Source: an optimization exercise on an open RTL-to-GDS flow (aim: small area, a short achievable clock period and few clock cycles). Production flows keep margins and buffers that such runs may drop. At most, simulation tests tie the RTL to the original design; equivalence was not proved. Only the layout flow was run in runs 2 and 3; the RTL was not checked for function there. Power is estimated from default activity; no workload was simulated.

### flow/constraint.sdc
create_clock -name core_clock -period 10.0 [get_ports {sys_clk}]
set_input_delay 2.0000 -clock core_clock [delete_from_list [all_inputs] [get_ports {sys_clk}]]
set_output_delay 2.0000 -clock core_clock [all_outputs]
set_load 0.01 [all_outputs]
### flow/design.v
module Top(
    input                           sys_clk     ,
    input                           sys_rst_n   ,
    input                           trig        ,
    output  reg                     vld         ,
    input                   [9:0]   data_in     ,
    output  wire    signed  [12:0]  sin_out     ,
    output  wire    signed  [12:0]  cos_out
);
wire [7:0] r = data_in[7:0];
reg  [7:0] w;        
reg        sw;       
reg        s_neg;
reg        c_neg;
reg        busy;
always @(posedge sys_clk) begin
    w     <= r[7] ? (8'd0 - r) : r;
    sw    <= data_in[8] ^ data_in[7];
    s_neg <= data_in[9];
    c_neg <= data_in[9] ^ data_in[8];
end
always @(posedge sys_clk or negedge sys_rst_n) begin
    if (~sys_rst_n) begin
        busy <= 1'b0;
        vld  <= 1'b0;
    end
    else begin
        busy <= trig;
        vld  <= busy;
    end
end
wire [10:0] s_t;
wire [11:0] c_t;
sc_tab tab (.a(w[6:0]), .s(s_t), .c(c_t));
wire [10:0] s_w = w[7] ? 11'd1448 : s_t;
wire [11:0] c_w = w[7] ? 12'd1448 : c_t;
wire        fix = sw && (w == 8'd108);
wire [11:0] s_mag = sw ? c_w : {1'b0, s_w};
wire [11:0] c_mag = sw ? (fix ? 12'd1259 : {1'b0, s_w}) : c_w;
reg [11:0] s_r, c_r;
reg        sn_r, cn_r;
always @(posedge sys_clk) begin
    s_r  <= s_mag;
    c_r  <= c_mag;
    sn_r <= s_neg;
    cn_r <= c_neg;
end
assign sin_out = sn_r ? -{1'b0, s_r} : {1'b0, s_r};
assign cos_out = cn_r ? -{1'b0, c_r} : {1'b0, c_r};
endmodule
module sc_tab(
    input  [6:0] a,
    output [10:0] s,
    output [11:0] c
);
wire new_n31;
wire new_n32;
wire new_n33;
wire new_n34;
wire new_n35;
wire new_n37;
wire new_n38;
wire new_n39;
wire new_n40;
wire new_n41;
wire new_n42;
wire new_n43;
wire new_n45;
wire new_n46;
wire new_n47;
wire new_n48;
wire new_n49;
wire new_n50;
wire new_n51;
wire new_n52;
wire new_n53;
wire new_n54;
wire new_n55;
wire new_n56;
wire new_n57;
wire new_n58;
wire new_n59;
wire new_n60;
wire new_n61;
wire new_n62;
wire new_n63;
wire new_n64;
wire new_n65;
wire new_n66;
wire new_n67;
wire new_n68;
wire new_n69;
wire new_n70;
wire new_n71;
wire new_n72;
wire new_n73;
wire new_n74;
wire new_n75;
wire new_n76;
wire new_n77;
wire new_n78;
wire new_n79;
wire new_n80;
wire new_n81;
wire new_n82;
wire new_n83;
wire new_n84;
wire new_n85;
wire new_n86;
wire new_n87;
wire new_n88;
wire new_n89;
wire new_n90;
wire new_n91;
wire new_n92;
wire new_n93;
wire new_n94;
wire new_n95;
wire new_n96;
wire new_n97;
wire new_n98;
wire new_n100;
wire new_n101;
wire new_n102;
wire new_n103;
wire new_n104;
wire new_n105;
wire new_n106;
wire new_n107;
wire new_n108;
wire new_n109;
wire new_n110;
wire new_n111;
wire new_n112;
wire new_n113;
wire new_n114;
wire new_n116;
wire new_n117;
wire new_n118;
wire new_n119;
wire new_n120;
wire new_n121;
wire new_n122;
wire new_n123;
wire new_n124;
wire new_n125;
wire new_n126;
wire new_n127;
wire new_n128;
wire new_n129;
wire new_n130;
wire new_n131;
wire new_n132;
wire new_n133;
wire new_n134;
wire new_n135;
wire new_n136;
wire new_n137;
wire new_n138;
wire new_n139;
wire new_n140;
wire new_n141;
wire new_n142;
wire new_n143;
wire new_n144;
wire new_n145;
wire new_n146;
wire new_n147;
wire new_n148;
wire new_n149;
wire new_n150;
wire new_n151;
wire new_n152;
wire new_n153;
wire new_n154;
wire new_n155;
wire new_n156;
wire new_n157;
wire new_n158;
wire new_n159;
wire new_n160;
wire new_n161;
wire new_n162;
wire new_n163;
wire new_n164;
wire new_n165;
wire new_n166;
wire new_n167;
wire new_n168;
wire new_n169;
wire new_n170;
wire new_n171;
wire new_n172;
wire new_n173;
wire new_n174;
wire new_n175;
wire new_n176;
wire new_n177;
wire new_n178;
wire new_n179;
wire new_n180;
wire new_n181;
wire new_n182;
wire new_n183;
wire new_n185;
wire new_n187;
wire new_n188;
wire new_n189;
wire new_n190;
wire new_n191;
wire new_n192;
wire new_n193;
wire new_n194;
wire new_n195;
wire new_n196;
wire new_n197;
wire new_n198;
wire new_n199;
wire new_n200;
wire new_n201;
wire new_n202;
wire new_n203;
wire new_n204;
wire new_n205;
wire new_n206;
wire new_n207;
wire new_n208;
wire new_n209;
wire new_n210;
wire new_n211;
wire new_n212;
wire new_n213;
wire new_n214;
wire new_n215;
wire new_n216;
wire new_n217;
wire new_n218;
wire new_n219;
wire new_n220;
wire new_n221;
wire new_n222;
wire new_n223;
wire new_n224;
wire new_n225;
wire new_n226;
wire new_n227;
wire new_n228;
wire new_n229;
wire new_n230;
wire new_n231;
wire new_n232;
wire new_n233;
wire new_n234;
wire new_n235;
wire new_n236;
wire new_n237;
wire new_n238;
wire new_n239;
wire new_n240;
wire new_n241;
wire new_n242;
wire new_n243;
wire new_n244;
wire new_n245;
wire new_n247;
wire new_n248;
wire new_n249;
wire new_n250;
wire new_n251;
wire new_n252;
wire new_n253;
wire new_n254;
wire new_n255;
wire new_n256;
wire new_n257;
wire new_n258;
wire new_n259;
wire new_n260;
wire new_n261;
wire new_n262;
wire new_n263;
wire new_n264;
wire new_n265;
wire new_n266;
wire new_n267;
wire new_n268;
wire new_n269;
wire new_n270;
wire new_n271;
wire new_n272;
wire new_n273;
wire new_n274;
wire new_n275;
wire new_n276;
wire new_n277;
wire new_n278;
wire new_n279;
wire new_n280;
wire new_n281;
wire new_n282;
wire new_n283;
wire new_n284;
wire new_n285;
wire new_n287;
wire new_n288;
wire new_n289;
wire new_n290;
wire new_n291;
wire new_n292;
wire new_n293;
wire new_n294;
wire new_n295;
wire new_n296;
wire new_n297;
wire new_n298;
wire new_n299;
wire new_n300;
wire new_n301;
wire new_n302;
wire new_n303;
wire new_n304;
wire new_n305;
wire new_n306;
wire new_n307;
wire new_n308;
wire new_n309;
wire new_n310;
wire new_n311;
wire new_n312;
wire new_n313;
wire new_n314;
wire new_n315;
wire new_n316;
wire new_n317;
wire new_n318;
wire new_n319;
wire new_n320;
wire new_n321;
wire new_n322;
wire new_n323;
wire new_n324;
wire new_n325;
wire new_n327;
wire new_n328;
wire new_n329;
wire new_n330;
wire new_n331;
wire new_n332;
wire new_n333;
wire new_n334;
wire new_n335;
wire new_n336;
wire new_n337;
wire new_n338;
wire new_n339;
wire new_n340;
wire new_n341;
wire new_n342;
wire new_n343;
wire new_n344;
wire new_n345;
wire new_n346;
wire new_n347;
wire new_n348;
wire new_n349;
wire new_n350;
wire new_n351;
wire new_n352;
wire new_n353;
wire new_n354;
wire new_n355;
wire new_n356;
wire new_n357;
wire new_n358;
wire new_n359;
wire new_n360;
wire new_n361;
wire new_n362;
wire new_n363;
wire new_n364;
wire new_n365;
wire new_n366;
wire new_n367;
wire new_n369;
wire new_n370;
wire new_n371;
wire new_n372;
wire new_n373;
wire new_n374;
wire new_n375;
wire new_n376;
wire new_n377;
wire new_n378;
wire new_n379;
wire new_n380;
wire new_n381;
wire new_n382;
wire new_n383;
wire new_n384;
wire new_n385;
wire new_n386;
wire new_n387;
wire new_n388;
wire new_n389;
wire new_n390;
wire new_n391;
wire new_n392;
wire new_n393;
wire new_n394;
wire new_n395;
wire new_n396;
wire new_n397;
wire new_n398;
wire new_n399;
wire new_n400;
wire new_n401;
wire new_n402;
wire new_n403;
wire new_n405;
wire new_n406;
wire new_n408;
wire new_n409;
wire new_n411;
wire new_n412;
wire new_n413;
wire new_n415;
wire new_n416;
wire new_n417;
wire new_n418;
wire new_n419;
wire new_n420;
wire new_n421;
wire new_n422;
wire new_n423;
wire new_n424;
wire new_n425;
wire new_n426;
wire new_n427;
wire new_n429;
wire new_n430;
wire new_n432;
wire new_n433;
wire new_n434;
wire new_n435;
wire new_n436;
wire new_n437;
wire new_n438;
wire new_n439;
wire new_n440;
wire new_n441;
wire new_n442;
wire new_n443;
wire new_n444;
wire new_n445;
wire new_n446;
wire new_n447;
wire new_n448;
wire new_n449;
wire new_n450;
wire new_n452;
wire new_n453;
wire new_n454;
wire new_n455;
wire new_n456;
wire new_n457;
wire new_n458;
wire new_n459;
wire new_n460;
wire new_n461;
wire new_n462;
wire new_n463;
wire new_n464;
wire new_n465;
wire new_n466;
wire new_n467;
wire new_n468;
wire new_n469;
wire new_n470;
wire new_n471;
wire new_n472;
wire new_n473;
wire new_n474;
wire new_n475;
wire new_n476;
wire new_n478;
wire new_n479;
wire new_n480;
wire new_n481;
wire new_n482;
wire new_n483;
wire new_n484;
wire new_n485;
wire new_n486;
wire new_n487;
wire new_n488;
wire new_n489;
wire new_n490;
wire new_n491;
wire new_n492;
wire new_n493;
wire new_n494;
wire new_n495;
wire new_n496;
wire new_n497;
wire new_n498;
wire new_n499;
wire new_n500;
wire new_n501;
wire new_n502;
wire new_n503;
wire new_n504;
wire new_n505;
wire new_n506;
wire new_n508;
wire new_n509;
wire new_n510;
wire new_n511;
wire new_n512;
wire new_n513;
wire new_n514;
wire new_n515;
wire new_n516;
wire new_n517;
wire new_n518;
wire new_n519;
wire new_n520;
wire new_n521;
wire new_n522;
wire new_n523;
wire new_n524;
wire new_n525;
wire new_n526;
wire new_n527;
wire new_n528;
wire new_n529;
wire new_n530;
wire new_n531;
wire new_n532;
wire new_n533;
wire new_n534;
wire new_n535;
wire new_n536;
wire new_n537;
wire new_n538;
wire new_n540;
wire new_n541;
wire new_n542;
wire new_n543;
wire new_n544;
wire new_n545;
wire new_n546;
wire new_n547;
wire new_n548;
wire new_n549;
wire new_n550;
wire new_n551;
wire new_n552;
wire new_n553;
wire new_n554;
wire new_n555;
wire new_n556;
wire new_n557;
wire new_n558;
wire new_n559;
wire new_n560;
wire new_n561;
wire new_n562;
wire new_n563;
wire new_n564;
wire new_n565;
wire new_n566;
wire new_n567;
wire new_n568;
wire new_n569;
wire new_n570;
wire new_n571;
wire new_n573;
wire new_n574;
wire new_n575;
wire new_n576;
wire new_n577;
wire new_n578;
wire new_n579;
wire new_n580;
wire new_n581;
wire new_n582;
wire new_n583;
wire new_n584;
wire new_n585;
wire new_n586;
wire new_n587;
wire new_n588;
wire new_n589;
wire new_n590;
wire new_n591;
wire new_n592;
wire new_n593;
wire new_n594;
wire new_n595;
wire new_n596;
wire new_n597;
wire new_n598;
wire new_n599;
wire new_n600;
wire new_n601;
wire new_n602;
wire new_n603;
wire new_n604;
wire new_n605;
wire new_n606;
wire new_n607;
wire new_n608;
wire new_n609;
wire new_n610;
assign new_n31 = a[6] & a[5];
assign new_n32 = a[6] & a[4];
assign new_n33 = a[2] & a[1];
assign new_n34 = ~a[3] & ~new_n33;
assign new_n35 = new_n32 & ~new_n34;
assign s[10] = ~(~new_n31 & ~new_n35);
assign new_n37 = ~a[2] & ~a[1];
assign new_n38 = ~a[4] & new_n37;
assign new_n39 = a[5] & ~new_n38;
assign new_n40 = ~a[6] & ~new_n39;
assign new_n41 = ~s[10] & ~new_n40;
assign new_n42 = ~a[4] & ~a[3];
assign new_n43 = ~a[6] & new_n42;
assign s[9] = new_n41 & ~new_n43;
assign new_n45 = ~a[4] & a[1];
assign new_n46 = a[6] & new_n45;
assign new_n47 = a[2] & ~a[1];
assign new_n48 = a[4] & ~a[0];
assign new_n49 = new_n47 & new_n48;
assign new_n50 = ~new_n41 & new_n49;
assign new_n51 = ~a[6] & a[1];
assign new_n52 = a[4] & ~a[2];
assign new_n53 = new_n51 & new_n52;
assign new_n54 = a[6] & ~a[5];
assign new_n55 = new_n47 & new_n54;
assign new_n56 = ~new_n53 & ~new_n55;
assign new_n57 = a[1] & a[0];
assign new_n58 = a[6] & a[2];
assign new_n59 = new_n57 & ~new_n58;
assign new_n60 = a[4] & ~a[3];
assign new_n61 = ~a[5] & a[2];
assign new_n62 = ~new_n60 & new_n61;
assign new_n63 = ~new_n59 & ~new_n62;
assign new_n64 = new_n56 & new_n63;
assign new_n65 = ~new_n50 & new_n64;
assign new_n66 = ~new_n46 & new_n65;
assign new_n67 = ~a[5] & new_n66;
assign new_n68 = a[6] & ~a[4];
assign new_n69 = a[3] & ~a[2];
assign new_n70 = new_n68 & new_n69;
assign new_n71 = ~a[5] & a[4];
assign new_n72 = ~a[6] & new_n71;
assign new_n73 = ~new_n60 & ~new_n72;
assign new_n74 = ~a[6] & ~a[2];
assign new_n75 = ~new_n45 & new_n74;
assign new_n76 = new_n73 & new_n75;
assign new_n77 = a[5] & new_n37;
assign new_n78 = ~a[5] & ~a[3];
assign new_n79 = a[5] & a[3];
assign new_n80 = ~new_n78 & ~new_n79;
assign new_n81 = ~a[4] & new_n80;
assign new_n82 = ~new_n77 & new_n81;
assign new_n83 = ~new_n76 & ~new_n82;
assign new_n84 = ~new_n70 & new_n83;
assign new_n85 = ~a[5] & a[0];
assign new_n86 = new_n51 & new_n85;
assign new_n87 = new_n57 & new_n68;
assign new_n88 = new_n31 & ~new_n87;
assign new_n89 = ~new_n86 & ~new_n88;
assign new_n90 = a[3] & ~new_n65;
assign new_n91 = a[4] & ~new_n90;
assign new_n92 = new_n89 & ~new_n91;
assign new_n93 = ~a[3] & ~new_n89;
assign new_n94 = a[2] & ~new_n93;
assign new_n95 = ~new_n92 & new_n94;
assign new_n96 = new_n84 & ~new_n95;
assign new_n97 = ~new_n67 & ~new_n96;
assign new_n98 = new_n52 & new_n78;
assign s[7] = ~(~new_n97 & ~new_n98);
assign new_n100 = ~a[6] & a[4];
assign new_n101 = ~new_n68 & ~new_n100;
assign new_n102 = ~a[5] & a[3];
assign new_n103 = ~new_n101 & ~new_n102;
assign new_n104 = s[7] & new_n103;
assign new_n105 = a[5] & new_n42;
assign new_n106 = a[5] & ~a[3];
assign new_n107 = ~new_n101 & ~new_n106;
assign new_n108 = ~new_n31 & ~new_n107;
assign new_n109 = ~new_n105 & ~new_n108;
assign new_n110 = ~s[7] & ~new_n109;
assign new_n111 = ~a[6] & a[3];
assign new_n112 = ~a[5] & ~a[4];
assign new_n113 = new_n111 & new_n112;
assign new_n114 = ~new_n110 & ~new_n113;
assign s[8] = ~new_n104 & new_n114;
assign new_n116 = a[3] & ~a[0];
assign new_n117 = ~a[6] & new_n116;
assign new_n118 = ~a[6] & ~a[1];
assign new_n119 = ~new_n106 & new_n118;
assign new_n120 = ~a[4] & ~new_n119;
assign new_n121 = ~new_n117 & new_n120;
assign new_n122 = a[3] & ~new_n57;
assign new_n123 = new_n31 & ~new_n122;
assign new_n124 = ~a[1] & ~a[0];
assign new_n125 = ~a[3] & ~new_n124;
assign new_n126 = ~a[5] & ~new_n125;
assign new_n127 = ~new_n123 & ~new_n126;
assign new_n128 = new_n121 & new_n127;
assign new_n129 = a[6] & new_n125;
assign new_n130 = a[5] & ~new_n111;
assign new_n131 = ~new_n129 & new_n130;
assign new_n132 = a[3] & ~a[1];
assign new_n133 = ~a[6] & a[0];
assign new_n134 = ~new_n132 & new_n133;
assign new_n135 = a[1] & new_n78;
assign new_n136 = a[4] & ~new_n135;
assign new_n137 = ~new_n134 & new_n136;
assign new_n138 = ~new_n131 & new_n137;
assign new_n139 = ~new_n128 & ~new_n138;
assign new_n140 = a[5] & ~a[2];
assign new_n141 = a[1] & new_n140;
assign new_n142 = a[2] & ~a[0];
assign new_n143 = a[5] & ~a[4];
assign new_n144 = a[6] & new_n143;
assign new_n145 = ~new_n142 & new_n144;
assign new_n146 = new_n66 & ~new_n145;
assign new_n147 = ~new_n141 & new_n146;
assign new_n148 = new_n139 & ~new_n141;
assign new_n149 = ~new_n61 & ~new_n139;
assign new_n150 = new_n42 & ~new_n149;
assign new_n151 = ~new_n148 & new_n150;
assign new_n152 = ~new_n147 & ~new_n151;
assign new_n153 = ~a[3] & new_n152;
assign new_n154 = ~a[4] & ~new_n152;
assign new_n155 = ~a[4] & a[2];
assign new_n156 = a[4] & ~new_n58;
assign new_n157 = ~new_n57 & ~new_n156;
assign new_n158 = new_n51 & ~new_n142;
assign new_n159 = ~new_n157 & ~new_n158;
assign new_n160 = ~new_n155 & ~new_n159;
assign new_n161 = ~a[6] & a[5];
assign new_n162 = new_n124 & ~new_n161;
assign new_n163 = ~new_n74 & new_n162;
assign new_n164 = ~a[5] & ~a[2];
assign new_n165 = a[5] & a[2];
assign new_n166 = ~new_n164 & ~new_n165;
assign new_n167 = new_n57 & ~new_n71;
assign new_n168 = ~new_n166 & new_n167;
assign new_n169 = ~new_n163 & ~new_n168;
assign new_n170 = ~new_n160 & new_n169;
assign new_n171 = ~new_n154 & ~new_n170;
assign new_n172 = a[3] & ~new_n171;
assign new_n173 = ~new_n153 & ~new_n172;
assign new_n174 = new_n139 & ~new_n173;
assign new_n175 = a[6] & a[3];
assign new_n176 = ~new_n31 & ~new_n175;
assign new_n177 = a[4] & new_n176;
assign new_n178 = new_n173 & new_n177;
assign new_n179 = ~new_n174 & ~new_n178;
assign new_n180 = a[3] & new_n31;
assign new_n181 = new_n179 & ~new_n180;
assign new_n182 = ~a[2] & ~new_n181;
assign new_n183 = a[2] & ~new_n139;
assign s[6] = ~(~new_n182 & ~new_n183);
assign new_n185 = new_n61 & new_n87;
assign s[5] = ~(new_n173 & ~new_n185);
assign new_n187 = ~a[2] & a[0];
assign new_n188 = ~new_n142 & ~new_n187;
assign new_n189 = a[1] & new_n188;
assign new_n190 = new_n152 & new_n189;
assign new_n191 = ~a[0] & new_n140;
assign new_n192 = new_n58 & new_n85;
assign new_n193 = ~a[1] & ~new_n192;
assign new_n194 = ~new_n191 & new_n193;
assign new_n195 = ~a[3] & ~new_n188;
assign new_n196 = a[4] & ~new_n195;
assign new_n197 = ~new_n194 & new_n196;
assign new_n198 = ~new_n190 & new_n197;
assign new_n199 = a[3] & a[0];
assign new_n200 = ~a[3] & ~a[0];
assign new_n201 = ~new_n199 & ~new_n200;
assign new_n202 = a[6] & ~a[2];
assign new_n203 = a[4] & a[3];
assign new_n204 = ~new_n42 & ~new_n203;
assign new_n205 = new_n202 & ~new_n204;
assign new_n206 = new_n201 & new_n205;
assign new_n207 = ~new_n57 & ~new_n124;
assign new_n208 = a[3] & ~new_n37;
assign new_n209 = new_n207 & new_n208;
assign new_n210 = new_n57 & ~new_n199;
assign new_n211 = ~new_n209 & ~new_n210;
assign new_n212 = new_n31 & ~new_n211;
assign new_n213 = ~a[1] & a[0];
assign new_n214 = a[3] & new_n213;
assign new_n215 = ~new_n142 & ~new_n214;
assign new_n216 = a[3] & a[2];
assign new_n217 = new_n54 & ~new_n216;
assign new_n218 = ~new_n215 & new_n217;
assign new_n219 = ~a[6] & new_n79;
assign new_n220 = new_n37 & new_n219;
assign new_n221 = new_n134 & new_n166;
assign new_n222 = ~new_n220 & ~new_n221;
assign new_n223 = ~new_n218 & new_n222;
assign new_n224 = new_n61 & ~new_n201;
assign new_n225 = new_n57 & new_n224;
assign new_n226 = a[1] & new_n166;
assign new_n227 = ~new_n51 & ~new_n61;
assign new_n228 = ~a[0] & ~new_n227;
assign new_n229 = ~new_n226 & new_n228;
assign new_n230 = ~new_n225 & ~new_n229;
assign new_n231 = new_n223 & new_n230;
assign new_n232 = ~new_n212 & new_n231;
assign new_n233 = ~a[4] & ~new_n232;
assign new_n234 = ~new_n206 & ~new_n233;
assign new_n235 = ~new_n198 & new_n234;
assign new_n236 = a[5] & a[0];
assign new_n237 = ~new_n213 & ~new_n236;
assign new_n238 = ~a[2] & ~new_n42;
assign new_n239 = ~new_n237 & new_n238;
assign new_n240 = new_n162 & ~new_n164;
assign new_n241 = ~new_n239 & ~new_n240;
assign new_n242 = ~new_n175 & ~new_n241;
assign new_n243 = a[1] & new_n142;
assign new_n244 = new_n100 & new_n243;
assign new_n245 = ~new_n242 & ~new_n244;
assign s[4] = ~(new_n235 & new_n245);
assign new_n247 = ~a[6] & ~a[0];
assign new_n248 = ~new_n199 & ~new_n247;
assign new_n249 = new_n112 & ~new_n248;
assign new_n250 = ~a[0] & ~new_n61;
assign new_n251 = a[4] & new_n250;
assign new_n252 = ~new_n175 & ~new_n251;
assign new_n253 = new_n175 & new_n251;
assign new_n254 = ~new_n252 & ~new_n253;
assign new_n255 = ~new_n235 & new_n254;
assign new_n256 = new_n155 & ~new_n176;
assign new_n257 = new_n98 & new_n133;
assign new_n258 = a[1] & ~new_n257;
assign new_n259 = ~new_n256 & new_n258;
assign new_n260 = ~new_n255 & new_n259;
assign new_n261 = ~new_n249 & new_n260;
assign new_n262 = a[6] & ~a[0];
assign new_n263 = ~new_n155 & ~new_n206;
assign new_n264 = new_n262 & ~new_n263;
assign new_n265 = a[0] & ~new_n54;
assign new_n266 = new_n43 & new_n140;
assign new_n267 = ~new_n265 & ~new_n266;
assign new_n268 = ~new_n161 & ~new_n203;
assign new_n269 = ~new_n267 & ~new_n268;
assign new_n270 = ~a[3] & ~new_n156;
assign new_n271 = a[0] & ~new_n270;
assign new_n272 = ~a[0] & new_n101;
assign new_n273 = ~a[5] & ~new_n272;
assign new_n274 = ~new_n271 & new_n273;
assign new_n275 = ~a[1] & ~new_n274;
assign new_n276 = ~new_n269 & new_n275;
assign new_n277 = ~new_n264 & new_n276;
assign new_n278 = ~new_n261 & ~new_n277;
assign new_n279 = ~a[2] & new_n213;
assign new_n280 = a[5] & new_n279;
assign new_n281 = a[5] & ~a[0];
assign new_n282 = ~a[3] & new_n58;
assign new_n283 = ~new_n51 & ~new_n282;
assign new_n284 = new_n281 & ~new_n283;
assign new_n285 = ~new_n280 & ~new_n284;
assign s[3] = ~(~new_n278 & new_n285);
assign new_n287 = ~new_n203 & new_n213;
assign new_n288 = new_n152 & new_n287;
assign new_n289 = ~new_n112 & new_n232;
assign new_n290 = a[3] & new_n187;
assign new_n291 = ~new_n289 & new_n290;
assign new_n292 = ~a[3] & a[2];
assign new_n293 = ~a[5] & ~new_n292;
assign new_n294 = ~new_n207 & new_n293;
assign new_n295 = ~a[3] & ~a[1];
assign new_n296 = ~new_n124 & ~new_n165;
assign new_n297 = ~new_n295 & ~new_n296;
assign new_n298 = ~new_n294 & ~new_n297;
assign new_n299 = a[4] & ~new_n298;
assign new_n300 = ~a[3] & new_n280;
assign new_n301 = ~a[4] & ~a[0];
assign new_n302 = a[6] & ~new_n301;
assign new_n303 = new_n176 & ~new_n302;
assign new_n304 = ~new_n69 & new_n281;
assign new_n305 = ~new_n295 & new_n304;
assign new_n306 = ~new_n243 & ~new_n305;
assign new_n307 = ~new_n303 & new_n306;
assign new_n308 = ~new_n300 & new_n307;
assign new_n309 = ~new_n299 & new_n308;
assign new_n310 = ~new_n291 & new_n309;
assign new_n311 = ~new_n288 & new_n310;
assign new_n312 = a[4] & a[1];
assign new_n313 = a[2] & new_n312;
assign new_n314 = new_n85 & ~new_n313;
assign new_n315 = new_n38 & new_n281;
assign new_n316 = ~new_n314 & ~new_n315;
assign new_n317 = ~a[3] & ~new_n316;
assign new_n318 = ~a[3] & ~new_n39;
assign new_n319 = ~new_n85 & ~new_n281;
assign new_n320 = ~a[4] & a[0];
assign new_n321 = new_n33 & new_n320;
assign new_n322 = ~new_n319 & ~new_n321;
assign new_n323 = ~new_n318 & ~new_n322;
assign new_n324 = ~a[6] & ~new_n323;
assign new_n325 = ~new_n317 & new_n324;
assign s[2] = ~new_n311 & ~new_n325;
assign new_n327 = a[6] & new_n204;
assign new_n328 = ~a[1] & ~new_n327;
assign new_n329 = new_n208 & ~new_n328;
assign new_n330 = ~new_n282 & ~new_n312;
assign new_n331 = ~new_n236 & ~new_n330;
assign new_n332 = a[0] & new_n175;
assign new_n333 = ~a[2] & ~new_n68;
assign new_n334 = ~new_n332 & new_n333;
assign new_n335 = ~new_n331 & ~new_n334;
assign new_n336 = ~new_n329 & new_n335;
assign new_n337 = ~new_n188 & new_n302;
assign new_n338 = a[4] & new_n74;
assign new_n339 = ~new_n337 & ~new_n338;
assign new_n340 = a[3] & ~new_n339;
assign new_n341 = ~a[6] & ~new_n216;
assign new_n342 = new_n188 & new_n341;
assign new_n343 = new_n133 & new_n155;
assign new_n344 = a[1] & ~new_n31;
assign new_n345 = ~new_n42 & new_n344;
assign new_n346 = ~new_n343 & new_n345;
assign new_n347 = ~new_n342 & new_n346;
assign new_n348 = ~new_n340 & new_n347;
assign new_n349 = ~new_n336 & ~new_n348;
assign new_n350 = ~new_n143 & ~new_n349;
assign new_n351 = ~new_n52 & ~new_n68;
assign new_n352 = ~a[0] & ~new_n351;
assign new_n353 = new_n39 & new_n352;
assign new_n354 = ~a[6] & new_n77;
assign new_n355 = ~a[3] & ~new_n354;
assign new_n356 = ~new_n353 & new_n355;
assign new_n357 = ~new_n350 & new_n356;
assign new_n358 = a[5] & a[4];
assign new_n359 = ~new_n349 & ~new_n358;
assign new_n360 = ~new_n33 & new_n207;
assign new_n361 = a[6] & ~new_n47;
assign new_n362 = ~new_n321 & new_n361;
assign new_n363 = ~new_n360 & new_n362;
assign new_n364 = ~new_n343 & ~new_n363;
assign new_n365 = a[5] & ~new_n364;
assign new_n366 = a[3] & ~new_n365;
assign new_n367 = ~new_n359 & new_n366;
assign s[1] = ~new_n357 & ~new_n367;
assign new_n369 = ~new_n54 & ~new_n219;
assign new_n370 = new_n124 & ~new_n369;
assign new_n371 = s[6] & new_n370;
assign new_n372 = ~new_n38 & new_n202;
assign new_n373 = ~new_n312 & ~new_n372;
assign new_n374 = a[3] & ~new_n373;
assign new_n375 = new_n100 & new_n295;
assign new_n376 = ~new_n374 & ~new_n375;
assign new_n377 = a[0] & ~new_n376;
assign new_n378 = a[1] & ~a[0];
assign new_n379 = ~new_n179 & new_n378;
assign new_n380 = ~new_n377 & ~new_n379;
assign new_n381 = ~a[5] & ~new_n380;
assign new_n382 = a[5] & ~new_n173;
assign new_n383 = a[1] & ~new_n199;
assign new_n384 = ~a[6] & ~new_n214;
assign new_n385 = ~new_n383 & new_n384;
assign new_n386 = new_n68 & ~new_n295;
assign new_n387 = ~a[4] & ~new_n386;
assign new_n388 = ~new_n385 & new_n387;
assign new_n389 = ~new_n382 & new_n388;
assign new_n390 = a[6] & ~new_n132;
assign new_n391 = ~new_n312 & new_n390;
assign new_n392 = a[1] & new_n42;
assign new_n393 = ~a[2] & ~new_n60;
assign new_n394 = ~new_n332 & ~new_n393;
assign new_n395 = ~new_n392 & new_n394;
assign new_n396 = ~new_n391 & new_n395;
assign new_n397 = new_n202 & new_n213;
assign new_n398 = a[5] & ~new_n397;
assign new_n399 = ~a[2] & new_n45;
assign new_n400 = new_n398 & ~new_n399;
assign new_n401 = ~new_n396 & new_n400;
assign new_n402 = ~new_n389 & ~new_n401;
assign new_n403 = ~new_n381 & new_n402;
assign s[0] = ~(~new_n371 & new_n403);
assign new_n405 = new_n37 & new_n42;
assign new_n406 = ~a[0] & new_n405;
assign c[11] = new_n249 & new_n406;
assign new_n408 = ~new_n34 & new_n358;
assign new_n409 = a[6] & new_n408;
assign c[9] = ~c[11] & ~new_n409;
assign new_n411 = new_n32 & ~new_n65;
assign new_n412 = ~s[10] & ~new_n411;
assign new_n413 = ~new_n408 & ~new_n412;
assign c[8] = ~c[11] & ~new_n413;
assign new_n415 = a[5] & new_n242;
assign new_n416 = ~a[1] & ~new_n85;
assign new_n417 = new_n216 & ~new_n416;
assign new_n418 = ~new_n34 & ~new_n417;
assign new_n419 = a[6] & ~new_n418;
assign new_n420 = ~c[11] & ~new_n419;
assign new_n421 = ~new_n415 & new_n420;
assign new_n422 = ~new_n41 & ~new_n421;
assign new_n423 = new_n41 & ~new_n42;
assign new_n424 = ~new_n413 & new_n423;
assign new_n425 = ~new_n422 & ~new_n424;
assign new_n426 = ~new_n68 & new_n425;
assign new_n427 = new_n100 & new_n208;
assign c[6] = ~(~new_n425 & ~new_n427);
assign new_n429 = ~new_n43 & ~new_n327;
assign new_n430 = ~c[6] & new_n429;
assign c[7] = ~(~new_n426 & ~new_n430);
assign new_n432 = ~a[1] & ~new_n320;
assign new_n433 = ~new_n84 & new_n432;
assign new_n434 = a[6] & ~new_n77;
assign new_n435 = ~new_n57 & new_n238;
assign new_n436 = new_n80 & ~new_n435;
assign new_n437 = ~new_n434 & ~new_n436;
assign new_n438 = ~new_n433 & new_n437;
assign new_n439 = ~a[5] & new_n204;
assign new_n440 = ~new_n72 & ~new_n439;
assign new_n441 = ~a[4] & ~new_n58;
assign new_n442 = ~new_n33 & ~new_n37;
assign new_n443 = ~new_n207 & new_n442;
assign new_n444 = ~new_n441 & ~new_n443;
assign new_n445 = ~new_n440 & ~new_n444;
assign new_n446 = new_n38 & new_n262;
assign new_n447 = new_n58 & ~new_n112;
assign new_n448 = ~new_n416 & new_n447;
assign new_n449 = ~new_n446 & ~new_n448;
assign new_n450 = ~new_n445 & new_n449;
assign c[5] = ~(~new_n438 & new_n450);
assign new_n452 = new_n132 & new_n217;
assign new_n453 = ~new_n224 & ~new_n452;
assign new_n454 = ~new_n260 & ~new_n453;
assign new_n455 = ~a[6] & new_n83;
assign new_n456 = ~a[3] & ~new_n140;
assign new_n457 = ~new_n455 & new_n456;
assign new_n458 = ~new_n57 & ~new_n166;
assign new_n459 = new_n60 & ~new_n458;
assign new_n460 = new_n132 & new_n191;
assign new_n461 = new_n33 & new_n79;
assign new_n462 = new_n52 & new_n132;
assign new_n463 = ~new_n461 & ~new_n462;
assign new_n464 = a[6] & ~new_n378;
assign new_n465 = new_n52 & new_n102;
assign new_n466 = ~new_n464 & ~new_n465;
assign new_n467 = new_n463 & new_n466;
assign new_n468 = ~new_n460 & new_n467;
assign new_n469 = ~new_n459 & new_n468;
assign new_n470 = ~new_n50 & new_n469;
assign new_n471 = ~new_n457 & new_n470;
assign new_n472 = a[1] & new_n31;
assign new_n473 = ~a[2] & new_n125;
assign new_n474 = ~new_n435 & new_n473;
assign new_n475 = ~new_n472 & ~new_n474;
assign new_n476 = ~new_n471 & new_n475;
assign c[4] = ~(~new_n454 & new_n476);
assign new_n478 = new_n165 & new_n295;
assign new_n479 = ~new_n45 & new_n142;
assign new_n480 = new_n126 & new_n479;
assign new_n481 = ~new_n250 & new_n392;
assign new_n482 = a[6] & ~new_n214;
assign new_n483 = ~new_n61 & ~new_n482;
assign new_n484 = ~new_n481 & ~new_n483;
assign new_n485 = ~new_n480 & new_n484;
assign new_n486 = ~new_n478 & ~new_n485;
assign new_n487 = new_n189 & new_n439;
assign new_n488 = ~new_n38 & new_n236;
assign new_n489 = ~new_n406 & ~new_n488;
assign new_n490 = ~new_n487 & new_n489;
assign new_n491 = ~new_n486 & new_n490;
assign new_n492 = a[1] & ~new_n142;
assign new_n493 = new_n105 & new_n492;
assign new_n494 = new_n47 & new_n79;
assign new_n495 = ~a[6] & ~new_n49;
assign new_n496 = ~new_n494 & new_n495;
assign new_n497 = ~new_n493 & new_n496;
assign new_n498 = ~new_n225 & ~new_n300;
assign new_n499 = a[1] & new_n164;
assign new_n500 = ~new_n200 & ~new_n213;
assign new_n501 = ~new_n499 & new_n500;
assign new_n502 = a[4] & ~new_n501;
assign new_n503 = ~c[11] & ~new_n502;
assign new_n504 = new_n498 & new_n503;
assign new_n505 = new_n497 & new_n504;
assign new_n506 = ~new_n371 & new_n505;
assign c[3] = ~(~new_n491 & ~new_n506);
assign new_n508 = new_n165 & new_n173;
assign new_n509 = new_n112 & new_n152;
assign new_n510 = ~new_n32 & new_n61;
assign new_n511 = ~a[3] & ~new_n510;
assign new_n512 = new_n378 & ~new_n511;
assign new_n513 = ~new_n509 & new_n512;
assign new_n514 = ~new_n78 & new_n393;
assign new_n515 = new_n57 & ~new_n72;
assign new_n516 = ~new_n514 & new_n515;
assign new_n517 = new_n152 & new_n516;
assign new_n518 = ~new_n513 & ~new_n517;
assign new_n519 = ~new_n508 & ~new_n518;
assign new_n520 = ~new_n179 & new_n311;
assign new_n521 = ~a[1] & ~new_n520;
assign new_n522 = new_n54 & ~new_n521;
assign new_n523 = a[3] & new_n166;
assign new_n524 = ~new_n405 & ~new_n523;
assign new_n525 = new_n247 & ~new_n524;
assign new_n526 = new_n111 & new_n188;
assign new_n527 = a[2] & ~new_n111;
assign new_n528 = ~a[1] & ~new_n527;
assign new_n529 = ~new_n526 & new_n528;
assign new_n530 = ~new_n73 & new_n213;
assign new_n531 = ~new_n78 & ~new_n124;
assign new_n532 = ~a[6] & ~a[4];
assign new_n533 = ~new_n531 & new_n532;
assign new_n534 = ~new_n327 & ~new_n533;
assign new_n535 = ~new_n530 & new_n534;
assign new_n536 = ~new_n529 & new_n535;
assign new_n537 = ~new_n525 & ~new_n536;
assign new_n538 = ~new_n522 & new_n537;
assign c[2] = ~(~new_n519 & ~new_n538);
assign new_n540 = ~new_n45 & ~new_n48;
assign new_n541 = new_n146 & ~new_n540;
assign new_n542 = ~new_n71 & ~new_n541;
assign new_n543 = ~a[3] & new_n188;
assign new_n544 = ~new_n542 & new_n543;
assign new_n545 = new_n118 & new_n233;
assign new_n546 = ~a[4] & new_n201;
assign new_n547 = a[4] & a[0];
assign new_n548 = ~new_n140 & new_n547;
assign new_n549 = ~new_n191 & ~new_n548;
assign new_n550 = ~new_n546 & new_n549;
assign new_n551 = a[1] & ~new_n550;
assign new_n552 = ~new_n390 & ~new_n434;
assign new_n553 = ~new_n279 & ~new_n295;
assign new_n554 = ~a[5] & ~new_n553;
assign new_n555 = ~a[1] & ~new_n301;
assign new_n556 = new_n61 & ~new_n555;
assign new_n557 = new_n463 & ~new_n556;
assign new_n558 = ~new_n554 & new_n557;
assign new_n559 = ~new_n552 & new_n558;
assign new_n560 = ~new_n551 & new_n559;
assign new_n561 = ~new_n124 & new_n155;
assign new_n562 = ~new_n53 & ~new_n561;
assign new_n563 = ~new_n54 & ~new_n80;
assign new_n564 = ~new_n562 & new_n563;
assign new_n565 = ~new_n85 & ~new_n165;
assign new_n566 = ~a[1] & ~new_n204;
assign new_n567 = ~new_n565 & new_n566;
assign new_n568 = ~new_n86 & ~new_n567;
assign new_n569 = ~new_n564 & new_n568;
assign new_n570 = ~new_n560 & new_n569;
assign new_n571 = ~new_n545 & new_n570;
assign c[1] = ~(~new_n544 & new_n571);
assign new_n573 = ~new_n117 & new_n198;
assign new_n574 = ~new_n117 & ~new_n215;
assign new_n575 = new_n47 & ~new_n574;
assign new_n576 = ~new_n69 & ~new_n292;
assign new_n577 = new_n57 & ~new_n74;
assign new_n578 = new_n576 & new_n577;
assign new_n579 = ~new_n247 & ~new_n464;
assign new_n580 = ~new_n576 & new_n579;
assign new_n581 = ~new_n578 & ~new_n580;
assign new_n582 = ~new_n575 & new_n581;
assign new_n583 = ~a[4] & ~new_n582;
assign new_n584 = new_n48 & ~new_n74;
assign new_n585 = ~new_n118 & new_n584;
assign new_n586 = new_n576 & new_n585;
assign new_n587 = new_n398 & ~new_n586;
assign new_n588 = ~new_n583 & new_n587;
assign new_n589 = ~new_n573 & new_n588;
assign new_n590 = a[0] & ~new_n175;
assign new_n591 = ~new_n204 & new_n378;
assign new_n592 = new_n175 & new_n591;
assign new_n593 = ~new_n590 & ~new_n592;
assign new_n594 = ~s[6] & ~new_n593;
assign new_n595 = s[6] & new_n332;
assign new_n596 = ~a[0] & ~new_n43;
assign new_n597 = new_n47 & ~new_n596;
assign new_n598 = ~new_n293 & ~new_n510;
assign new_n599 = new_n386 & ~new_n492;
assign new_n600 = ~new_n598 & ~new_n599;
assign new_n601 = new_n38 & new_n116;
assign new_n602 = ~a[3] & ~new_n378;
assign new_n603 = new_n100 & ~new_n602;
assign new_n604 = ~new_n601 & ~new_n603;
assign new_n605 = new_n600 & new_n604;
assign new_n606 = ~new_n597 & new_n605;
assign new_n607 = ~new_n595 & new_n606;
assign new_n608 = ~new_n594 & new_n607;
assign new_n609 = ~new_n589 & ~new_n608;
assign new_n610 = new_n74 & new_n591;
assign c[0] = ~(~new_n609 & ~new_n610);
assign c[10] = ~c[11];
endmodule
### flow/run.sh
#!/bin/bash
# synth_recipe.tcl (not shown) runs the flow's synth.tcl, then flattens the netlist and writes it again
# the make line also repeats each setting of config.mk as NAME=value (left out here)
make -C /OpenROAD-flow-scripts/flow DESIGN_CONFIG=/design/flow/config.mk WORK_HOME=/design/flow/orfs CLKGATE_MAP_FILE= SYNTH_SCRIPT=/design/flow/synth_recipe.tcl finish
### flow/config.mk
export PLATFORM = sky130hd
export DESIGN_NAME = Top
export DESIGN_NICKNAME = Top
export VERILOG_FILES = /design/flow/design.v
export SDC_FILE = /design/flow/constraint.sdc
export NUM_CORES = 4
export LEC_CHECK = 0
export ABC_AREA = 1
export CAP_MARGIN = 20
export CORE_MARGIN = 2
export CORE_UTILIZATION = 40
export SLEW_MARGIN = 20
export SYNTH_MEMORY_MAX_BITS = 32768
==> results of run 1 <==
[placed cells by master (no fill, tap or decap), types with 2 or more instances in the layout]
cell / netlist / final
nand2_1: 133 / 133
inv_1: 91 / 91
nor2_1: 75 / 75
o21ai_0: 57 / 57
nand3_1: 42 / 42
clkdlybuf4s50_1: 0 / 39
dfxtp_1: 37 / 37
ha_1: 35 / 35
a21oi_1: 28 / 28
xor2_1: 23 / 23
nor3_1: 15 / 15
o22ai_1: 10 / 10
nand4_1: 9 / 9
a31oi_1: 8 / 8
o211ai_1: 8 / 8
nand2_2: 7 / 7
buf_4: 3 / 7
inv_2: 6 / 6
o31ai_1: 6 / 6
xnor2_1: 5 / 5
clkbuf_8: 0 / 5
nand2_4: 4 / 4
a22oi_1: 4 / 4
o21ai_1: 4 / 4
o221ai_1: 4 / 4
o2111ai_1: 4 / 4
nor2_4: 3 / 3
o32ai_1: 3 / 3
nand3_2: 3 / 3
a2111oi_0: 3 / 3
nor4_1: 3 / 3
a221oi_1: 2 / 2
dfrtp_1: 2 / 2
[power by group through the flow]
stage	Combinational, mW	Sequential, mW	Clock, mW
finish	0.500	0.219	0.129
detailed placement	0.484	0.222	0
CTS	0.486	0.218	0.132
global route	0.540	0.224	0.140
floorplan	0.301	0.214	0
global placement	0.491	0.221	0
[registers in the layout (all words and copies together) (netlist names)]
register	flops
busy	1
c_neg	1
c_r	12
cn_r	1
s_neg	1
s_r	12
sn_r	1
sw	1
vld	1
w	8
[cell usage after synthesis, drive strengths merged, types with 2 or more instances]
library cell,count
o21ai,62
ha,35
inv,98
a22oi,4
a21oi,28
o2111ai,4
nand4,10
nor3,15
o31ai,6
a221oi,2
o32ai,3
xor2,23
dfxtp,37
a2111oi,3
dfrtp,2
nand3,45
nor4,3
xnor2,5
buf,16
nand2,144
o221ai,4
nor2,78
a31oi,8
clkbuf,14
o211ai,8
o22ai,10
[through the flow]
step	power, mW	worst slack [ps]	cells	hold WS [ps]	cell area, sq um
after floorplan	0.515	6620	679	310	4260
after global routing	0.904	5510	839	341	4830
after global placement	0.711	6070	831	310	4710
final	0.848	5760	839	330	4830
after detailed placement	0.706	6090	831	313	4710
after CTS	0.836	5750	839	331	4830
[worst register-to-register path, cell delays in order, from the launching register on]
cell and delay [ps]:
dfxtp_1 880, inv_1 580, ha_1 410, nand2_4 120, nand2_1 120, nand2_2 110, nand2_4 80, nand2_4 100
nand4_4 140, o21ai_4 260, nand2_2 110, nand2_2 110, inv_1 90, a211oi_1 370, o21ai_0 260
[cell families (layout without fill, tap and decap cells)]
logic type      count (synthesis)  count (layout)  synth area share [%]
buf+inv                       129             153                  12.5
simple gates                  299             299                  31.5
xor+xnor                       28              28                  5.76
compound gates                149             149                  21.4
fa+ha+maj                      35              35                  10.3
flops                          39              39                  18.6
[metal layers]
layer / share of wire, % / up-vias / routed length [um]
met5: 0 / - / 0
met4: 3.5 / 0 / 614
met3: 13 / 54 / 2200
met2: 42 / 353 / 7350
met1: 41 / 2257 / 7140
li1: - / 2311 / -
[cell type report]
class	count	area [sq um]
repair buffers	46	443
multi-input cells	511	2940
clock inverters	3	43.8
clock buffers	5	68.8
inverters	99	374
well taps	136	170
fillers	1089	5500
flip-flops and latches	39	791
[how the worst max path moves through the flow]
stage / depth (start not counted) / startpoint / slack, ps / to
after floorplan: 9 / c_r[0]$_DFF_P_ / 6620 / cos_out[10]
after global placement: 10 / c_r[0]$_DFF_P_ / 6070 / cos_out[10]
after detailed placement: 10 / c_r[0]$_DFF_P_ / 6090 / cos_out[10]
after CTS: 10 / c_r[0]$_DFF_P_ / 5750 / cos_out[10]
after global routing: 10 / c_r[1]$_DFF_P_ / 5510 / cos_out[10]
final: 10 / c_r[0]$_DFF_P_ / 5760 / cos_out[10]
==> metrics.md, run 1 <==
| Metric | Value |
|---|---|
| Worst Hold Launch | c_neg$_DFF_P_ |
| CTS Root Cell | clkbuf_8 |
| Final hold vios | 0 |
| Final setup fails | 0 |
| R2r startpoint | w[2]$_DFF_P_ |
| Leakage | approximately 2.3 nW |
| Synthesized area | 4260 sq um |
| CP max-delay cell | clkdlybuf4s50_1 |
| Max Cap Viol | 0 |
| Met1 Usage GRT | 40.9% |
| Fin. max-slew vios | 0 |
| Comb pwr share | between 50% and 60% |
| Share of cells above drive strength 1 | under 10% |
| Grt total ovfl | 0 |
| Run status | finished clean |
| CP max stage delay | 550 ps |
| DP HPWL | 13,000 um |
| Setup crit end kind | output pin |
| Gr usage total | 30.6% |
| First-pass GRT wire length | between 20,000 and 30,000 um |
| RSZ-0062 raised after global routing | no |
| Drt first pass iters | 5 |
| Largest area contributor in the netlist | dfxtp_1 |
| Synth cell types | 50 |
| Hold-fix buffers at CTS | 0 |
| Pin count of the biggest net entering global routing | 30 |
| Top post-synthesis cells by area | dfxtp_1 (17%), nand2_1 (12%), ha_1 (10%), inv_1 (8.0%), o21ai_0 (6.7%) |
| Met3 GRT Util | 9.30% |
| Die Width | between 100 and 150 um |
| Met2 Use GR | between 40% and 50% |
| Post-route setup TNS | 0 ps |
| Top Usage Layer GRT | met2 |
| Fmax achieved | 0.236 GHz |
| Worst hold path class | reg2reg |
| Tightest Pin Transition | about 850 ps |
| Register area share after synthesis | 18.6% |
| EDFF count, synth | 0 |
| Vias in the first global route | 4,702 |
| Ys flop type | dfxtp_1 |
| Hold EP | cn_r$_DFF_P_ |
| Cts bufs inserted | 5 |
| Pwr Density | 176 nW/um^2 |
| CP top delay family | buffers and inverters |
| Clock Sinks | 39 |
| Critical-path maximum fanout | 3 |
| Antenna diodes | 0 |
| Yosys warns | 1 |
| Drt initial violations | 638 |
| Initial core utilization | 41.2% |
| Rows | 37 |
| Syn_area_per_cell | 6.27 sq um |
| CP required | 8000 ps |
| Final WL | 17,300 um |
| CP arrival | 2240 ps |
| Final period util | between 40% and 50% |
| Cell-internal power | ~0.45 mW |
| Global placer's final weighted congestion | 1.09 |
| Later-pin clock latency in the skew report | between 200 and 300 ps |
| Clock transition at path regs | 80 ps |
| Buffers & Inverters on Critical Path | 4 |
| Vias | roughly 5,000 |
| DR DRC count | 0 |
| Die Ht | 107 um |
| CP cell instances | inv_1 > ha_1 > inv_1 > nor3_1 > nor3b_1 > inv_1 > nor2_1 > a21oi_1 > xor2_1 > clkdlybuf4s50_1 |
| Worst Skew | 5.05 ps |
| Max-slew headroom | a little over two fifths |
| VDD IR-drop max | 99.4 uV |
| Full die area | between 10,000 and 15,000 sq um |
| Most used cell, CP | inv_1 |
| ANT nets after route | 0 |
| Final min period | roughly 4200 ps |
| R2R depth | 14 |
| CTS resizes | 0 |
| Post-CTS Setup Bufs | 0 |
| R2r endpoint | s_r[5]$_DFF_P_ |
| Clock network power share | between 10% and 20% |
| Switching Fraction | 46.7% |
| # port buffers | 39 |
| Critical Path Start Type | flip-flop |
| Clock Tree Buf Depth | 2 |
| NetSw | 0.396 mW |
| Syn_nets | 727 |
| Post-synth top area share | 17.4% |
| Depth of the CTS H-tree | 2 |
| Placeable Area | 10,300 sq um |
| Drt via density | between 5 and 6 |
| Crit Path Class | reg2out |
| Routed len/inst | 20.6 um |
| Post-Syn Instances | approximately 680 |
| Hold path cells | 0 |
| Layout Nets | 750 |
| Layout area overhead | 13.4% |
| CTS tree | done |
| Reg2Reg Setup Slack | 6090 ps |
| Antenna violations before repair | 0 |
| Layout Utilization | approximately 47% |
| Flop pwr share | 25.8% |
| Ports | 40 |
| Flops & latches, synth | 39 |
| Post-synth ARST share | under 10% |
Testbench counts, summed over its fixed seeds: cycles 4,800.
==> inputs of run 2 (changes only) <==
--- a/flow/design.v
+++ b/flow/design.v
@@ -37,16 +37,13 @@
 wire        fix = sw && (w == 8'd108);
 wire [11:0] s_mag = sw ? c_w : {1'b0, s_w};
 wire [11:0] c_mag = sw ? (fix ? 12'd1259 : {1'b0, s_w}) : c_w;
-reg [11:0] s_r, c_r;
-reg        sn_r, cn_r;
+reg [12:0] s_r, c_r;
 always @(posedge sys_clk) begin
-    s_r  <= s_mag;
-    c_r  <= c_mag;
-    sn_r <= s_neg;
-    cn_r <= c_neg;
+    s_r <= s_neg ? -{1'b0, s_mag} : {1'b0, s_mag};
+    c_r <= c_neg ? -{1'b0, c_mag} : {1'b0, c_mag};
 end
-assign sin_out = sn_r ? -{1'b0, s_r} : {1'b0, s_r};
-assign cos_out = cn_r ? -{1'b0, c_r} : {1'b0, c_r};
+assign sin_out = s_r;
+assign cos_out = c_r;
 endmodule
 module sc_tab(
     input  [6:0] a,
==> run 2 against run 1 <==
  * Area after synthesis is 9.3% higher
  * Register-to-register slack worse by 510 ps
  * Clock skew about the same
  * Sequential cell count is the same
  * Count of clock-buffer cells in the layout is 1 higher
  * First-iteration DRC count is 13% lower
  * Synthesized cell count up 11%
  * Sequential share of layout area shrank 1.4 points
  * Power up 16%
  * Wire length is 12% higher
  * Highest routed layer unchanged
==> metrics.md, run 2 <==
| Metric | Value |
|---|---|
| Later-pin clock latency in the skew report | 290 ps (about the same) |
| CTS Root Cell | clkbuf_16 |
| Ys flop type | dfxtp_1 |
| Antenna violations before repair | 0 (unchanged) |
| CP arrival | 4600 ps (+2360 ps) |
| Cell total after placement | 913 (+9.9%) |
| RSZ-0062 raised after global routing | no |
| Biggest regs | c_r: 13 flops, s_r: 13 flops, w: 8 flops |
| Post-Syn Instances | 754 (+11%) |
| Die Width | 112 um (+4.4%) |
| Worst Skew | 5.07 ps (+0.0250 ps) |
| Max-slew headroom | 44.5% (+1.5 points) |
| Pin count of the biggest net entering global routing | 30 (unchanged) |
| Synth cell types | 53 (+6.0%) |
| DP HPWL | 14,900 um (+14%) |
| Most common cell after layout, fill and taps aside | nand2_1 |
| Post-synth top area share | 15.9% (-1.5 points) |
| Leakage | 2.61 nW (+14%) |
| Antenna diodes | 0 (unchanged) |
| Drt initial violations | 555 (-13%) |
| Register area share after synthesis | 17.0% (-1.6 points) |
| Layout area overhead | 13.2% |
| CP top delay family | simple AND/OR/NAND/NOR gates |
| Hold-fix buffers at CTS | 0 (unchanged) |
| Drt first pass iters | 5 (unchanged) |
| Layout Nets | 825 (+10%) |
| WHS | 349 ps (+18.2 ps) |
| Die Ht | 112 um (+4.4%) |
| Share of cells above drive strength 1 | 10.5% (+4.6 points) |
| Syn_area_per_cell | 6.17 sq um (-1.6%) |
| Grt total ovfl | 0 (unchanged) |
| Layout Utilization | 46.3% (-0.43 points) |
| Critical Path Start Type | flip-flop |
| Hold path cells | 0 (unchanged) |
| ANT nets after route | 0 (unchanged) |
| Full die area | 12,500 sq um (+8.9%) |
| VDD IR-drop max | 140 uV (+41%) |
| Critical-path maximum fanout | 18 (+15) |
| Rows | 39 (+5.4%) |
| Top post-synthesis cells by area | dfxtp_1 (16%), nand2_1 (15%), ha_1 (9.4%), inv_1 (7.3%), o21ai_0 (6.5%) |
| Vias | 5,463 (+9.8%) |
| Global placer's final weighted congestion | 1.01 (-7.0%) |
| Worst hold path class | reg2reg |
| Cts bufs inserted | 5 (unchanged) |
| Tightest Pin Transition | 832 ps (-23.0 ps) |
| Final cell count without fillers | 921 (+9.8%) |
| EDFF count, synth | 0 (unchanged) |
| CTS tree | done |
| Clock Tree Buf Depth | 2 (unchanged) |
| Final setup fails | 0 (unchanged) |
| Flops & latches, synth | 39 (unchanged) |
| CP max stage delay | 860 ps (+310 ps) |
| Setup crit end kind | flip-flop |
| Final period util | 44.2% (+1.7 points) |
| Buffers & Inverters on Critical Path | 2 (-2) |
| Most common cell in the synthesized netlist | nand2_1 |
| Post-synth ARST share | 5.13% (unchanged) |
| Drt via density | 5.93 (about the same) |
| CP required | 10,180 ps (+2180 ps) |
| Max Cap Viol | 0 (unchanged) |
| Final WL | 19,400 um (+12%) |
| Gr usage total | 30.8% (+0.24 points) |
| Depth of the CTS H-tree | 2 (unchanged) |
| CTS resizes | 0 (unchanged) |
| R2R depth | 25 (+11) |
| Synthesized area | 4650 sq um (+9.3%) |
| Levels on crit path | 25 (+15) |
| Run status | finished clean |
| Clock Sinks | 39 (unchanged) |
| Routed len/inst | 21.0 um (+2.0%) |
| Fin. max-slew vios | 0 (unchanged) |
| Final hold vios | 0 (unchanged) |
| Initial core utilization | 40.9% (-0.33 points) |
| Yosys warns | 1 (unchanged) |
| First-pass GRT wire length | 30,100 um (+13%) |
| CP max-delay cell | dfxtp_1 |
| Vias in the first global route | 5,210 (+11%) |
| Most frequent cells in the layout | nand2_1 (191), inv_1 (90), nor2_1 (72) |
| Total design power | 0.983 mW (+16%) |
| Clock transition at path regs | 60 ps (-20 ps) |
| Post-route setup TNS | 0 ps (unchanged) |
| DR DRC count | 0 (unchanged) |
| Fmax achieved | 0.226 GHz (-3.9%) |
| Final min period | 4420 ps (+174 ps) |
| Post-synth top cells | nand2_1 (191), inv_1 (90), nor2_1 (72), o21ai_0 (60), nand3_1 (44) |
| Pwr Density | 187 nW/um^2 (+6.2%) |
| Most used cell, CP | nand2_4 |
| Crit Path Class | reg2reg |
| # port buffers | 39 (unchanged) |
| Largest area contributor in the netlist | dfxtp_1 |
| Post-CTS Setup Bufs | 0 (unchanged) |
| Syn_nets | 802 (+10%) |
| Placeable Area | 11,400 sq um (+10%) |
| Ports | 40 (unchanged) |
run 2: logic make-up (layout without fill, tap and decap cells):
logic type                 Yosys count  count (layout)  synth area share (%)
and+or+nand+nor                    392             392                  39.4
AOI/OAI and AO/OA                  136             136                  18.1
buffers and inverters              131             155                  12.1
DFF                                 39              39                  17.0
adders and majority gates           35              35                  9.42
xor gates and xnor gates            21              21                  3.95
run 2: layout make-up:
cell class,count,area [sq um]
tap,143,179
timing repair buffer,46,443
sequential,39,791
inverter,101,384
clock inverter,2,35.0
clock buffer,6,139
multi-input combinational,584,3300
fill,1228,6100
run 2: worst paths after layout:
path,start,to,slack (ps)
max in group asynchronous,sys_rst_n,vld$_DFF_PN0_,8010
max,w[0]$_DFF_P_,s_r[6]$_DFF_P_,5580
min reg2reg,busy$_DFF_PN0_,vld$_DFF_PN0_,350
min,busy$_DFF_PN0_,vld$_DFF_PN0_,350
max reg2reg,w[0]$_DFF_P_,s_r[6]$_DFF_P_,5580
min in group asynchronous,sys_rst_n,busy$_DFF_PN0_,1870
run 2: stage by stage:
step	cell area, sq um	setup slack, ps
final	5270	5580
after global routing	5270	5250
after CTS	5270	5770
after detailed placement	5090	5780
after global placement	5090	5870
after floorplan	4650	6470
run 2: power breakdown:
part	total, mW	switching (mW)	internal [mW]
combinational	0.581	0.376	0.205
clock	0.186	0.0618	0.124
sequential	0.215	0.0165	0.199
total	0.983	0.455	0.528
run 2: per-layer routing:
metal | GRT usage, % | share of wire (%) | vias up
met5 | 0 | 0 | -
met4 | 11.4 | 4.0 | 0
met3 | 6.26 | 11 | 61
met2 | 46.5 | 43 | 368
met1 | 43.3 | 42 | 2515
li1 | - | - | 2519
==> inputs of run 3 (changes only) <==
--- a/flow/config.mk
+++ b/flow/config.mk
@@ -5,7 +5,6 @@
 export SDC_FILE = /design/flow/constraint.sdc
 export NUM_CORES = 4
 export LEC_CHECK = 0
-export ABC_AREA = 1
 export CAP_MARGIN = 20
 export CORE_MARGIN = 2
 export CORE_UTILIZATION = 40
==> run 3 against run 2 <==
  * Still clean on timing, DRC and antenna
  * Utilization fell by 0.27 points
  * Sequential power barely moved
  * Wire length shrank 4.0%
  * Global-route usage fell by 2.0 points
  * First-iteration DRC count up 74%
  * Non-clock buffer count rose by 1
  * Largest cell class unchanged
  * Largest power group unchanged
==> metrics.md, run 3 <==
| Metric | Value |
|---|---|
| CP max stage delay | 740 ps (-120 ps) |
| Pin count of the biggest net entering global routing | 52 (+73%) |
| RSZ-0062 raised after global routing | no |
| Routed len/inst | 23.6 um (+12%) |
| Clock Tree Buf Depth | 2 (unchanged) |
| Post-synth top cells | nor2_1 (55), nand2_1 (53), a21oi_1 (38), dfxtp_1 (37), o21ai_0 (37) |
| Final period util | 50.8% (+6.7 points) |
| Post-synth ARST share | 5.13% (unchanged) |
| Pwr Density | 184 nW/um^2 (-1.4%) |
| ANT nets after route | 0 (unchanged) |
| Most frequent cells in the layout | nor2_1 (55), nand2_1 (53), clkdlybuf4s50_1 (39) |
| Later-pin clock latency in the skew report | 280 ps (about the same) |
| R2R depth | 17 (-32%) |
| EDFF count, synth | 0 (unchanged) |
| R2r startpoint | w[1]$_DFF_P_ |
| Critical-path maximum fanout | 38 (+20) |
| Gr usage total | 28.8% (-2.0 points) |
| CTS Root Cell | clkbuf_16 |
| Drt first pass iters | 8 (+3) |
| Run status | finished clean |
| Antenna diodes | 0 (unchanged) |
| Hold-fix buffers at CTS | 0 (unchanged) |
| Die Ht | 112 um (+0.22%) |
| Post-Syn Instances | 635 (-16%) |
| Post-route setup TNS | 0 ps (unchanged) |
| Final min period | 5080 ps (+669 ps) |
| Full die area | 12,600 sq um (+0.45%) |
| Tightest Pin Transition | 922 ps (+89.7 ps) |
| VDD IR-drop max | 119 uV (-15%) |
| DR DRC count | 0 (unchanged) |
| Syn_nets | 683 (-15%) |
| Worst hold path class | reg2reg |
| Crit Path Class | reg2reg |
| CP max-delay cell | a2111oi_0 |
| Ports | 40 (unchanged) |
| Synthesized area | 4670 sq um (+0.46%) |
| Reg2Reg Setup Slack | 4920 ps (-670 ps) |
| Largest area contributor in the netlist | dfxtp_1 |
| Flops & latches, synth | 39 (unchanged) |
| Critical Path Start Type | flip-flop |
| Max-slew headroom | 37.0% (-7.5 points) |
| Layout Nets | 692 (-16%) |
| Worst setup endpoint | c_r[10]$_DFF_P_ |
| CP arrival | 5300 ps (+700 ps) |
| Final WL | 18,600 um (-4.0%) |
| Fin. max-slew vios | 0 (unchanged) |
| Most common cell in the synthesized netlist | nor2_1 |
| Layout area overhead | 12.5% |
| Grt total ovfl | 0 (unchanged) |
| Final setup fails | 0 (unchanged) |
| Fmax achieved | 0.197 GHz (-13%) |
| Cell total after placement | 780 (-15%) |
| Worst Skew | 6.06 ps (+0.985 ps) |
| Drt via density | 6.87 (+16%) |
| Most common cell after layout, fill and taps aside | nor2_1 |
| CTS resizes | 0 (unchanged) |
| Post-CTS Setup Bufs | 0 (unchanged) |
| CP cell instances | buf_4 > clkinv_1 > ha_1 > nor2b_1 > a221o_1 > a2111oi_0 > o311ai_0 > o22ai_1 > a211o_1 > a22o_1 > nor2_1 > inv_1 > ha_1 > inv_1 > or2_1 > o21ai_1 > xor2_1 |
| Ys flop type | dfxtp_1 |
| Clock transition at path regs | 60 ps (about the same) |
| Setup crit end kind | flip-flop |
| Register area share after synthesis | 16.9% (-0.077 points) |
| Antenna violations before repair | 0 (unchanged) |
| Global placer's final weighted congestion | 1.08 (+6.7%) |
| Depth of the CTS H-tree | 2 (unchanged) |
| Leakage | 2.02 nW (-22%) |
| Post-synth top area share | 15.9% (-0.073 points) |
| Share of cells above drive strength 1 | 6.82% (-3.7 points) |
| Vias | 5,413 (-0.92%) |
| Placeable Area | 11,400 sq um (+0.43%) |
| Max Cap Viol | 0 (unchanged) |
| R2r endpoint | c_r[10]$_DFF_P_ |
| First-pass GRT wire length | 28,800 um (-4.2%) |
| Synth cell types | 88 (+66%) |
| CP required | 10,210 ps (+30 ps) |
| Clock Sinks | 39 (unchanged) |
| Vias in the first global route | 5,051 (-3.1%) |
| DP HPWL | 13,400 um (-9.9%) |
| WHS | 354 ps (+5.73 ps) |
| # port buffers | 39 (unchanged) |
| Initial core utilization | 40.9% (about the same) |
| Rows | 39 (unchanged) |
| Top post-synthesis cells by area | dfxtp_1 (16%), ha_1 (9.4%), nor2_1 (4.4%), nand2_1 (4.3%), a21oi_1 (4.1%) |
| CTS tree | done |
| Die Width | 112 um (+0.22%) |
| Final cell count without fillers | 788 (-14%) |
| Worst setup path start | w[1]$_DFF_P_ |
| Drt initial violations | 964 (+74%) |
| Final hold vios | 0 (unchanged) |
| Cts bufs inserted | 5 (unchanged) |
| Biggest regs | c_r: 13 flops, s_r: 13 flops, w: 8 flops |
| Yosys warns | 1 (unchanged) |
| Syn_area_per_cell | 7.36 sq um (+19%) |
[run 3: cell count changes after synthesis, moves of 22 or more]
cell,previous run,this run
o21ai_0,60,37
nand2_1,191,53
nor2b_1,0,29
nand2_2,25,0
nand3_1,44,13
inv_1,90,20
nand2b_1,0,22
[run 3: power by group]
part / leakage, nW / switching [mW] / internal, mW
Sequential: 0.335 / 0.0136 / 0.199
Clock: 0.0838 / 0.0611 / 0.117
Combinational: 1.60 / 0.345 / 0.231
[run 3: critical path, delay by kind of cell, from the launching register on]
| kind | cells | cell delay, ps |
|---|---|---|
| AOI/OAI and AO/OA | 7 | 2170 |
| DFF | 1 | 300 |
| and+or+nand+nor | 3 | 610 |
| buffers and inverters | 4 | 1040 |
| xor gates and xnor gates | 1 | 160 |
| adders and majority gates | 2 | 720 |
[run 3: layout make-up]
type	count	area, sq um
fill	1165	6160
multi-input combinational	529	3590
tap	143	179
clock buffer	5	125
sequential	39	791
timing repair buffer	47	450
inverter	22	82.6
clock inverter	3	43.8
[run 3: per-stage QoR]
step / area [sq um] / worst slack [ps] / power, mW / util [%]
global placement: 5090 / 5040 / 0.779 / 44.6
detailed placement: 5090 / 5060 / 0.773 / 44.6
finish: 5260 / 4920 / 0.967 / 46.0
CTS: 5260 / 5080 / 0.954 / 46.0
floorplan: 4670 / 6000 / 0.577 / -
global route: 5260 / 4690 / 1.02 / 46.0
[run 3: cell families after synthesis]
kind of cell,synth area share (%)
DFF,16.9
buffers and inverters,6.32
AOI/OAI and AO/OA,34.1
and+or+nand+nor,26.7
muxes,1.77
xor gates and xnor gates,4.87
adders and majority gates,9.37
[run 3: worst min-delay path by stage]
stage / startpoint / endpoint / slack [ps] / cells after the start
floorplan: busy$_DFF_PN0_ / vld$_DFF_PN0_ / 330 / 0
global placement: busy$_DFF_PN0_ / vld$_DFF_PN0_ / 340 / 0
detailed placement: busy$_DFF_PN0_ / vld$_DFF_PN0_ / 340 / 0
CTS: busy$_DFF_PN0_ / vld$_DFF_PN0_ / 360 / 0
global route: busy$_DFF_PN0_ / vld$_DFF_PN0_ / 370 / 0
finish: busy$_DFF_PN0_ / vld$_DFF_PN0_ / 350 / 0
[run 3: routing by layer]
| layer | track usage [%] | vias to the layer above | part of all wire (%) |
|---|---|---|---|
| li1 | - | 2390 | - |
| met1 | 39.1 | 2483 | 39 |
| met2 | 43.2 | 436 | 42 |
| met3 | 6.26 | 104 | 12 |
| met4 | 14.1 | 0 | 6.2 |
| met5 | 0 | - | 0 |

## re-timing with driven ports
The results above use ideal ports. As a check the final layouts listed here were re-extracted and re-timed, cells and wires unchanged. Step 1, drivers: a clkbuf_16 drives sys_clk and a buf_2 each remaining input, both assumed. Step 2, shift: input delay + t, output delay - t, t = (earliest + latest rising clock arrival at the registers) / 2. This alone moves slack from input paths to output paths. a / b / c = ideal / step 1 / step 2; a / b = the first two.
run | t (ns) | setup slack, ns | worst hold slack (ns) | worst setup path at the end | latest minus earliest clock arrival (ns)
run 1 | 0.309 | 5.759 / 5.733 / 6.043 | 0.330 / 0.330 / 0.330 | register to output | 0.006 / 0.005
run 2 | 0.317 | 5.584 / 5.584 / 5.584 | 0.349 / 0.349 / 0.349 | register to register | 0.005 / 0.005
run 3 | 0.316 | 4.916 / 4.916 / 4.916 | 0.354 / 0.354 / 0.354 | register to register | 0.006 / 0.006
After both steps setup and hold are still met in every run listed.
